From an optimization exercise on the open Yosys and OpenROAD flow, aimed at small area; shortcuts taken in it are not production practice.

==> trial 15: inputs <==
==> flow/design.v (excerpt) <==
module tasks2do (
   input             clk8,
   input             reset8,
   input             ce1,
   input      [3:0]  cmd_inst,
   input      [27:0] cmd_data,
   input             timeout_done,
   input             prog_busy,
   input             frame_busy,
   input             neo_busy,
   input             disp_sel_n,
   output reg        frame_start,
   output reg [25:0] frame_data,
   output reg        shared_done,
   output     [7:0]  neo_size,
   output     [1:0]  disp_addr,
   output            chng_disp
);
clock: 10.0 ns
lec_check: 0
cap_margin: 20
core_margin: 2
core_utilization: 60
cts_buf_list: sky130_fd_sc_hd__clkbuf_16
cts_cluster_diameter: 80
cts_cluster_size: 25
slew_margin: 20
run.sh (not shown) runs the stock make flow with config.mk's settings and CLKGATE_MAP_FILE= SYNTH_SCRIPT=/design/flow/synth_recipe.tcl, a recipe that flattens the netlist after the stock synthesis.
==> build 35: changes against trial 15 <==
--- a/flow/design.v
+++ b/flow/design.v
@@ -152,49 +152,47 @@
 endmodule
 module star_sw (
    input            clk8,
    input            ce1,
    input            reset8,
    input            psh_butt,
    output     [1:0] disp_addr,
-   output reg       chng_disp
+   output           chng_disp
 );
    localparam INIT   = 2'd0;
    localparam S_HI   = 2'd1;
    localparam S_CHNG = 2'd2;
    localparam S_LO   = 2'd3;
    reg [1:0]  mainsm;
    reg        cnt_en;
    reg [1:0]  addr;
    reg        done_cnt;
    reg [14:0] low_cnt;
    assign disp_addr = addr;
+   assign chng_disp = (mainsm == S_LO) | (mainsm == INIT & cnt_en);
    always @(posedge clk8) begin
       if (reset8) begin
          cnt_en    <= 1'b0;
-         chng_disp <= 1'b0;
          addr      <= 2'b00;
          mainsm    <= INIT;
       end else begin
          case (mainsm)
             INIT: begin
                cnt_en    <= 1'b0;
-               chng_disp <= 1'b0;
                if (psh_butt)
                   mainsm <= S_HI;
             end
             S_HI: begin
                if (psh_butt)
                   mainsm <= S_CHNG;
                else
                   mainsm <= INIT;
             end
             S_CHNG: begin
                addr      <= addr + 2'd1;
-               chng_disp <= 1'b1;
                mainsm    <= S_LO;
             end
             S_LO: begin
                if (done_cnt)
                   mainsm <= INIT;
                cnt_en <= 1'b1;
             end
@@ -303,28 +301,29 @@
    output     [11:0] rbow_data,
    output            rbow_done
 );
    localparam INIT  = 2'd0;
    localparam START = 2'd1;
    localparam DONE  = 2'd2;
    localparam INITD = 2'd3;   
-   localparam [3:0] cnt_max = 4'hE;
-   localparam [3:0] cnt_min = 4'h1;
    reg [1:0] rbowsm;
    reg       cnt_on;
    reg       main_en;
-   reg       red_en, grn_en, blu_en;
-   reg       red_en_lat, grn_en_lat, blu_en_lat;
-   reg       red_cnt_up, grn_cnt_up, blu_cnt_up;
-   reg [3:0] red_cnt, grn_cnt, blu_cnt;
+   reg [1:0] phase;
+   reg [3:0] stp;
    wire cnt_en = (rbowsm == DONE);
+   wire [3:0] up = stp;
+   wire [3:0] dn = ~stp;
+   wire [3:0] red_cnt = (phase == 2'd0) ? dn : (phase == 2'd2) ? up : 4'h0;
+   wire [3:0] grn_cnt = (phase == 2'd0) ? up : (phase == 2'd1) ? dn : 4'h0;
+   wire [3:0] blu_cnt = (phase == 2'd1) ? up : (phase == 2'd2) ? dn : 4'h0;
    assign rbow_en   = main_en;
    assign rbow_data = {blu_cnt, grn_cnt, red_cnt};
    assign rbow_done = (rbowsm == INITD);
-   always @(posedge clk8 or posedge reset8) begin
+   always @(posedge clk8) begin
       if (reset8) begin
          main_en   <= 1'b0;
          rbowsm    <= INIT;
       end else begin
          case (rbowsm)
             INIT, INITD: begin
                rbowsm <= (cmd_inst == 4'hB) ? START : INIT;
@@ -340,93 +339,24 @@
          endcase
       end
    end
    always @(posedge clk8) begin
       if (rbowsm == INIT || rbowsm == INITD)
          cnt_on <= cmd_data[12];
    end
-   always @(posedge clk8 or posedge reset8) begin
-      if (reset8) begin
-         red_cnt    <= 4'hF;
-         red_cnt_up <= 1'b0;
-         red_en_lat <= 1'b1;
-         grn_en     <= 1'b1;
-      end else if (!main_en || prog_busy) begin
-         red_cnt    <= 4'hF;
-         red_cnt_up <= 1'b0;
-         red_en_lat <= 1'b1;
-         grn_en     <= 1'b1;
-      end else if (cnt_en && (red_en || red_en_lat)) begin
-         if (red_cnt >= cnt_max)
-            red_cnt_up <= 1'b0;
-         else if (red_cnt <= cnt_min)
-            red_cnt_up <= 1'b1;
-         if (red_cnt_up)
-            red_cnt <= red_cnt + 4'd1;
-         else
-            red_cnt <= red_cnt - 4'd1;
-         if (red_en)
-            red_en_lat <= 1'b1;
-         else if (red_cnt == 4'h1 && !red_cnt_up)
-            red_en_lat <= 1'b0;
-         grn_en <= (red_cnt == cnt_max && red_cnt_up);
-      end
-   end
-   always @(posedge clk8 or posedge reset8) begin
-      if (reset8) begin
-         grn_cnt    <= 4'h0;
-         grn_cnt_up <= 1'b1;
-         grn_en_lat <= 1'b0;
-         blu_en     <= 1'b0;
-      end else if (!main_en || prog_busy) begin
-         grn_cnt    <= 4'h0;
-         grn_cnt_up <= 1'b1;
-         grn_en_lat <= 1'b0;
-         blu_en     <= 1'b0;
-      end else if (cnt_en && (grn_en || grn_en_lat)) begin
-         if (grn_cnt >= cnt_max)
-            grn_cnt_up <= 1'b0;
-         else if (grn_cnt <= cnt_min)
-            grn_cnt_up <= 1'b1;
-         if (grn_cnt_up)
-            grn_cnt <= grn_cnt + 4'd1;
-         else
-            grn_cnt <= grn_cnt - 4'd1;
-         if (grn_en)
-            grn_en_lat <= 1'b1;
-         else if (grn_cnt == 4'h1 && !grn_cnt_up)
-            grn_en_lat <= 1'b0;
-         blu_en <= (grn_cnt == cnt_max && grn_cnt_up);
-      end
-   end
-   always @(posedge clk8 or posedge reset8) begin
-      if (reset8) begin
-         blu_cnt    <= 4'h0;
-         blu_cnt_up <= 1'b1;
-         blu_en_lat <= 1'b0;
-         red_en     <= 1'b0;
-      end else if (!main_en || prog_busy) begin
-         blu_cnt    <= 4'h0;
-         blu_cnt_up <= 1'b1;
-         blu_en_lat <= 1'b0;
-         red_en     <= 1'b0;
-      end else if (cnt_en && (blu_en || blu_en_lat)) begin
-         if (blu_cnt >= cnt_max)
-            blu_cnt_up <= 1'b0;
-         else if (blu_cnt <= cnt_min)
-            blu_cnt_up <= 1'b1;
-         if (blu_cnt_up)
-            blu_cnt <= blu_cnt + 4'd1;
-         else
-            blu_cnt <= blu_cnt - 4'd1;
-         if (blu_en)
-            blu_en_lat <= 1'b1;
-         else if (blu_cnt == 4'h1 && !blu_cnt_up)
-            blu_en_lat <= 1'b0;
-         red_en <= (blu_cnt == cnt_max && blu_cnt_up);
+   always @(posedge clk8) begin
+      if (reset8 || !main_en || prog_busy) begin
+         phase <= 2'd0;
+         stp   <= 4'd0;
+      end else if (cnt_en) begin
+         if (stp == 4'd14) begin
+            stp   <= 4'd0;
+            phase <= (phase == 2'd2) ? 2'd0 : phase + 2'd1;
+         end else
+            stp <= stp + 4'd1;
       end
    end
 endmodule
 module fade (
    input             clk8,
    input             reset8,
    input      [3:0]  cmd_inst,
@@ -484,15 +414,15 @@
       endcase
    endfunction
    wire [7:0] incr2    = pow2(incr_c);
    wire [7:0] cnt_min  = pow2(min_c);
    wire [7:0] cnt_max  = uplim_of(maxup_c) - cnt_min;
    wire [7:0] lolim    = lolim_of(lo_c);
    wire [7:0] loestlim = lolim_of(lel_c) - pow2(lei_c);
-   always @(posedge clk8 or posedge reset8) begin
+   always @(posedge clk8) begin
       if (reset8) begin
          main_en   <= 1'b0;
          fadesm    <= INIT;
       end else begin
          case (fadesm)
             INIT, INITD: begin
                fadesm    <= (cmd_inst == 4'h7) ? START : INIT;
@@ -512,15 +442,15 @@
       if (fadesm == INIT || fadesm == INITD) begin
          cnt_on    <= cmd_data[12];
          cnt_by    <= cmd_data[21:20];
          cnt_uplim <= cmd_data[23:22];
          cnt_lolim <= cmd_data[25:24];
       end
    end
-   always @(posedge clk8 or posedge reset8) begin
+   always @(posedge clk8) begin
       if (reset8) begin
          count     <= 8'h00;
          cnt_up    <= 1'b1;
          cnt_updly <= 1'b1;
       end else begin
          cnt_updly <= cnt_up;
          if (!main_en || prog_busy || (incr_c != min_c)) begin
@@ -534,36 +464,36 @@
             if (cnt_up)
                count <= count + incr2;
             else
                count <= count - incr2;
          end
       end
    end
-   always @(posedge clk8 or posedge reset8) begin
+   always @(posedge clk8) begin
       if (reset8)
          fading <= 1'b0;
       else
          fading <= !(!main_en || prog_busy || count == loestlim || (!cnt_updly && cnt_up));
    end
-   always @(posedge clk8 or posedge reset8) begin
+   always @(posedge clk8) begin
       if (reset8) begin
          up_c    <= 2'b00;
          incr_c  <= 2'b00;
          maxup_c <= 2'b00;
          min_c   <= 2'b00;
          lo_c    <= 2'b00;
       end else if (cnt_en) begin
          up_c    <= cnt_uplim;
          incr_c  <= cnt_by;
          maxup_c <= up_c;
          min_c   <= incr_c;
          lo_c    <= cnt_lolim;
       end
    end
-   always @(posedge clk8 or posedge reset8) begin
+   always @(posedge clk8) begin
       if (reset8) begin
          lel_c <= 2'b00;
          lei_c <= 2'b00;
       end else if (fade_done) begin
          lel_c <= lo_c;
          lei_c <= incr_c;
       end
@@ -599,15 +529,14 @@
    localparam S_WAIT    = 4'd10;
    localparam S_END     = 4'd11;
    localparam P_INIT  = 2'd0;
    localparam P_WE    = 2'd1;
    localparam P_PAUSE = 2'd2;
    localparam P_MEM   = 2'd3;
    reg [3:0]  setsm;
-   reg [5:0]  address;
    reg [6:0]  addrsum;
    reg [5:0]  rand_addr;
    reg [7:0]  briteness;
    reg [11:0] color_lat;
    reg        set_path;
    reg [11:0] color;
    reg        calc_randnum;
@@ -623,15 +552,15 @@
    reg        pal_done;
    reg [191:0] palette;
    wire go1 = (setsm == S_GO1);
    assign set_data[25:20] = addr64 ? rand_addr : addrsum[5:0];
    assign set_data[19:12] = fade_en ? fade_data : briteness;
    assign set_data[11:0]  = rbow_en ? rbow_data : (set_path ? color_lat : color);
    assign set_done = col_done | pal_done;
-   always @(posedge clk8 or posedge reset8) begin
+   always @(posedge clk8) begin
       if (reset8) begin
          col_done     <= 1'b0;
          set_go       <= 1'b0;
          calc_randnum <= 1'b0;
          setsm        <= S_INIT;
       end else begin
          case (setsm)
@@ -679,65 +608,66 @@
                setsm <= S_INIT;
          endcase
       end
    end
    always @(posedge clk8) begin
       if (setsm == S_INIT) begin
          addr64    <= cmd_data[26];
-         address   <= cmd_data[25:20];
          briteness <= cmd_data[19:12];
          color_lat <= cmd_data[11:0];
          set_path  <= (cmd_inst == 4'h4);
       end
-      if (setsm == S_START)
-         addrsum <= {1'b0, address} + {1'b0, offset};
+      if (setsm == S_INIT)
+         addrsum <= {1'b0, cmd_data[25:20]};
+      else if (setsm == S_START)
+         addrsum <= addrsum + {1'b0, offset};
       else if (setsm == S_ADDRLIM && addrsum >= 7'd24)
          addrsum <= addrsum - 7'd24;
    end
-   always @(posedge clk8 or posedge reset8) begin
+   always @(posedge clk8) begin
       if (reset8)
          random_en <= 1'b1;
       else if (!fade_en)
          random_en <= 1'b1;
       else if (calc_randnum)
          random_en <= 1'b0;
       else
          random_en <= !fading;
    end
-   always @(posedge clk8 or posedge reset8) begin
+   always @(posedge clk8) begin
       if (reset8)
          random <= 12'h563;
       else if (calc_randnum)
          random <= {random[10:0], feedback};
    end
    always @(posedge clk8) begin
       if (setsm == S_COLOR)
          nx_color <= palette[random[3:0]*12 +: 12];
    end
-   always @(posedge clk8 or posedge reset8) begin
+   always @(posedge clk8) begin
       if (reset8)
          color <= 12'd0;
       else if (go1 && color_lat[0])
          color <= nx_color;
    end
-   always @(posedge clk8 or posedge reset8) begin
+   always @(posedge clk8) begin
       if (reset8)
          rand_addr <= 6'd0;
       else if (go1 && addr64) begin
          if (random[9:4] <= 6'd24)
             rand_addr <= random[9:4];
          else if (!random[6])
             rand_addr <= {3'b000, random[11:9]};
          else if (!random[5])
             rand_addr <= {3'b010, random[11:9]};
          else
             rand_addr <= {3'b001, random[11:9]};
       end
    end
-   always @(posedge clk8 or posedge reset8) begin
+   always @(posedge clk8) begin
       if (reset8) begin
          pal_done  <= 1'b0;
          palsm     <= P_INIT;
       end else begin
          case (palsm)
             P_INIT: begin
                pal_done  <= 1'b0;
@@ -821,27 +751,24 @@
    reg [2:0] snap_lites;
    reg       snap_valid;
    reg [4:0] iteray;
    reg       iteray_up;
    reg [2:0]  colorsm;
    reg [11:0] random;
    reg [2:0]  col_code;
-   reg [4:0] d_addr;
-   reg [7:0] d_brite;
-   reg [1:0] d_cmp;
    reg [2:0] d_code;
    wire calc_lim  = (mainsm == s_cmp);
    wire sel_color = (mainsm == s_go1);
    wire calc_addr = (mainsm == s_cmd1);
    assign l2r_go   = (mainsm == s_go) | (mainsm == s_busy1);
    assign l2r_done = calc_addr;
    wire feedback = random[10] ~^ random[9];
    wire [4:0] inner_rite_lite = 5'd24 - {2'b00, snap_lites};
    wire [4:0] inner_rite_lim  = snap_valid ? (5'd23 - {2'b00, snap_lites}) : 5'd0;
-   always @(posedge clk8 or posedge reset8) begin
+   always @(posedge clk8) begin
       if (reset8)
          mainsm <= s_cmd;
       else
          case (mainsm)
             s_cmd, s_cmd1:
                mainsm <= (cmd_inst == 4'h6) ? s_start : s_cmd;
             s_start: mainsm <= s_addr;
@@ -859,29 +786,29 @@
    end
    always @(posedge clk8) begin
       if (mainsm == s_cmd || mainsm == s_cmd1) begin
          num_lites <= cmd_data[22:20];
          brite     <= cmd_data[19:12];
       end
    end
-   always @(posedge clk8 or posedge reset8) begin
+   always @(posedge clk8) begin
       if (reset8)
          address <= 5'b00000;
       else if (calc_addr)
          address <= (address == 5'd23) ? 5'b00000 : address + 1'b1;
    end
    wire [4:0] left_addr_hi = {2'b00, num_lites} + iteray;
    wire [4:0] rite_addr_lo = inner_rite_lim - iteray;
    wire [4:0] rite_addr_hi = 5'd23 - iteray;
    always @(posedge clk8) begin
       if (calc_lim)
          cmp <= {(address >= iteray) & (address <= left_addr_hi),
                  (address >= rite_addr_lo) & (address <= rite_addr_hi)};
    end
-   always @(posedge clk8 or posedge reset8) begin
+   always @(posedge clk8) begin
       if (reset8) begin
          snap_valid  <= 1'b0;
          iteray_en   <= 1'b0;
          iteray_done <= 1'b0;
          iteraysm    <= i_init;
       end else
          case (iteraysm)
@@ -921,15 +848,15 @@
                iteraysm <= i_init;
          endcase
    end
    always @(posedge clk8) begin
       if (iteraysm == i_start)
          snap_lites <= num_lites;
    end
-   always @(posedge clk8 or posedge reset8) begin
+   always @(posedge clk8) begin
       if (reset8) begin
          iteray    <= 5'b00000;
          iteray_up <= 1'b1;
       end else begin
          if (iteray_en && iteray == inner_rite_lite)
             iteray_up <= 1'b0;
          else if (iteray_done)
@@ -938,82 +865,74 @@
             if (iteray_up && iteray < inner_rite_lite)
                iteray <= iteray + 1'b1;
             else
                iteray <= iteray - 1'b1;
          end
       end
    end
-   always @(posedge clk8 or posedge reset8) begin
+   always @(posedge clk8) begin
       if (reset8)
          colorsm <= c_init;
       else
          case (colorsm)
             c_init:  if (address[4]) colorsm <= c_num;
             c_num:   colorsm <= c_color;
             c_color: colorsm <= c_mix;
             c_mix:   colorsm <= c_wait1;
             c_wait1, c_wait:
                colorsm <= address[4] ? c_wait : c_init;
             default: colorsm <= c_init;
          endcase
    end
-   always @(posedge clk8 or posedge reset8) begin
+   always @(posedge clk8) begin
       if (reset8)
          random <= 12'h563;
       else if (colorsm == c_color)
          random <= {random[10:0], feedback};
    end
-   always @(posedge clk8 or posedge reset8) begin
+   always @(posedge clk8) begin
       if (reset8)
-         col_code <= 3'b001;
+         col_code <= 3'b000;
       else if (iteray_done)
          col_code <= {1'b1, random[11:10]};
    end
    always @(posedge clk8) begin
-      if (sel_color) begin
-         d_addr  <= address;
-         d_brite <= brite;
-         d_cmp   <= cmp;
-         d_code  <= col_code;
-      end
+      if (sel_color)
+         d_code <= col_code;
    end
    reg [11:0] d_color;
    always @(*) begin
-      d_color = 12'h000;
-      case (d_cmp)
+      case (cmp)
          2'b01:  
-            case (d_code)
-               3'b001:  d_color = 12'h0F0;
+            casez (d_code)
+               3'b0??:  d_color = 12'h0F0;
                3'b100, 3'b101: d_color = 12'h00F;
                3'b110:  d_color = 12'h80F;
-               3'b111:  d_color = 12'h0F0;
-               default: d_color = 12'h000;
+               default: d_color = 12'h0F0;
             endcase
          2'b10:  
-            case (d_code)
-               3'b001:  d_color = 12'h00F;
+            casez (d_code)
+               3'b0??:  d_color = 12'h00F;
                3'b100:  d_color = 12'h080;
-               3'b101, 3'b111: d_color = 12'h800;
                3'b110:  d_color = 12'h08F;
-               default: d_color = 12'h000;
+               default: d_color = 12'h800;
             endcase
          2'b11:  
-            case (d_code)
-               3'b001:  d_color = 12'h0FF;
+            casez (d_code)
+               3'b0??:  d_color = 12'h0FF;
                3'b100:  d_color = 12'h08F;
                3'b101:  d_color = 12'h80F;
                3'b110:  d_color = 12'h88F;
-               3'b111:  d_color = 12'h8F0;
-               default: d_color = 12'h000;
+               default: d_color = 12'h8F0;
             endcase
          default: d_color = 12'h000;
       endcase
    end
-   wire [7:0] d_briter = d_brite + {1'b0, d_brite[7:1]};
-   assign l2r_data = {1'b0, d_addr, (d_cmp == 2'b11) ? d_briter : d_brite, d_color};
+   wire [7:0] briter = brite + {1'b0, brite[7:1]};
+   assign l2r_data = {1'b0, address, (cmp == 2'b11) ? briter : brite, d_color};
 endmodule
 module tasks2do (
    input             clk8,
    input             reset8,
    input             ce1,
    input      [3:0]  cmd_inst,
    input      [27:0] cmd_data,
==> flow/config.mk (replaced) <==
export PLATFORM = sky130hd
export DESIGN_NAME = tasks2do
export DESIGN_NICKNAME = tasks2do
export VERILOG_FILES = /design/flow/design.v
export SDC_FILE = /design/flow/constraint.sdc
export NUM_CORES = 4
export LEC_CHECK = 0
export CAP_MARGIN = 20
export CORE_MARGIN = 2
export CORE_UTILIZATION = 70
export CTS_BUF_LIST = sky130_fd_sc_hd__clkbuf_16
export CTS_CLUSTER_DIAMETER = 100
export CTS_CLUSTER_SIZE = 28
export SLEW_MARGIN = 20
==> build 71: changes against trial 15 <==
--- a/flow/config.mk
+++ b/flow/config.mk
@@ -5,10 +5,10 @@
 export SDC_FILE = /design/flow/constraint.sdc
 export NUM_CORES = 4
 export LEC_CHECK = 0
 export CAP_MARGIN = 20
 export CORE_MARGIN = 2
 export CORE_UTILIZATION = 60
 export CTS_BUF_LIST = sky130_fd_sc_hd__clkbuf_16
-export CTS_CLUSTER_DIAMETER = 80
-export CTS_CLUSTER_SIZE = 25
+export CTS_CLUSTER_DIAMETER = 60
+export CTS_CLUSTER_SIZE = 18
 export SLEW_MARGIN = 20
==> results.cfg <==
[run_status]
status = finished clean

[synth]
synth_top_area_share_pct = 36.1
async_reset_ff_share_pct = 24.0
yosysUniqueCellTypes = 93

[layout]
layout_common_cells = edfxtp_1 (315), nor2_1 (167), nand2_1 (142)
drive_above_1_share_pct = 13.5

[worst_setup_path]
critPathKind = reg2reg
endpoint_kind = flip-flop

[routing]
wl_per_cell_um = 20.6

[die]
dieArea_um2 = 45400
the above is filed under build 71

==> results.cfg <==
[place]
post-place-ws_ns = 5.65
io_buffers = 70

[pwr]
ir_drop_mv = 0.162

[synth]
synth_compound_area_share_pct = 9.98
yosysUniqueCellTypes = 83
async_reset_ff_share_pct = 0
ys_warn_count = 9

[die]
dieArea_um2 = 36400

[run_status]
status = finished clean

[cts]
clockBufferDepth = 3

[routing]
wl_per_cell_um = 20.7

[worst_setup_path]
endpoint_kind = output pin
critPathKind = reg2out

[layout]
largest_reg_flops = 192
drive_above_1_share_pct = 8.57
the above is filed under build 35

==> results.cfg <==
[run_status]
status = finished clean

[layout]
layout_common_cells = edfxtp_1 (315), nor2_1 (167), nand2_1 (142)
drive_above_1_share_pct = 13.1

[synth]
yosysUniqueCellTypes = 93
synth_top_area_share_pct = 36.1

[worst_setup_path]
critPathKind = reg2reg
endpoint_kind = flip-flop

[routing]
wl_per_cell_um = 20.7

[die]
dieArea_um2 = 45400
the above is filed under trial 15

No run of this note included a check of the RTL's function; only the layout flow was run.

[port drivers added, routing unchanged]
In the flow no input, the clock included, has a driving cell. The finished layouts below were timed again as built, in two steps.
Step 1 (the two cells are an assumption about what drives the block):
set clk [get_ports {clk8}]
set_driving_cell -lib_cell sky130_fd_sc_hd__clkbuf_16 $clk
set_driving_cell -lib_cell sky130_fd_sc_hd__buf_2 [delete_from_list [all_inputs] $clk]
Step 2, shift: input delay + t, output delay - t, t = (earliest + latest rising clock arrival at the registers) / 2. This alone moves slack from input paths to output paths.
a / b / c = no drivers / after step 1 / after step 2; a / b = the first two.
run | t, ns | setup slack, ns | hold WS [ns] | worst setup path after step 2
trial 15 | 0.627 | 6.237 / 6.237 / 5.699 | 0.422 / 0.422 / 0.422 | input to register
build 35 | 0.619 | 6.001 / 5.944 / 5.578 | 0.456 / 0.456 / 0.456 | input to register
build 71 | 0.645 | 6.277 / 6.277 / 5.727 | 0.418 / 0.418 / 0.418 | input to register
After both steps every run listed still meets setup and hold. The setup slack of build 71, which loses most, moves by 0.000 ns with the drivers and by -0.550 ns with both steps.
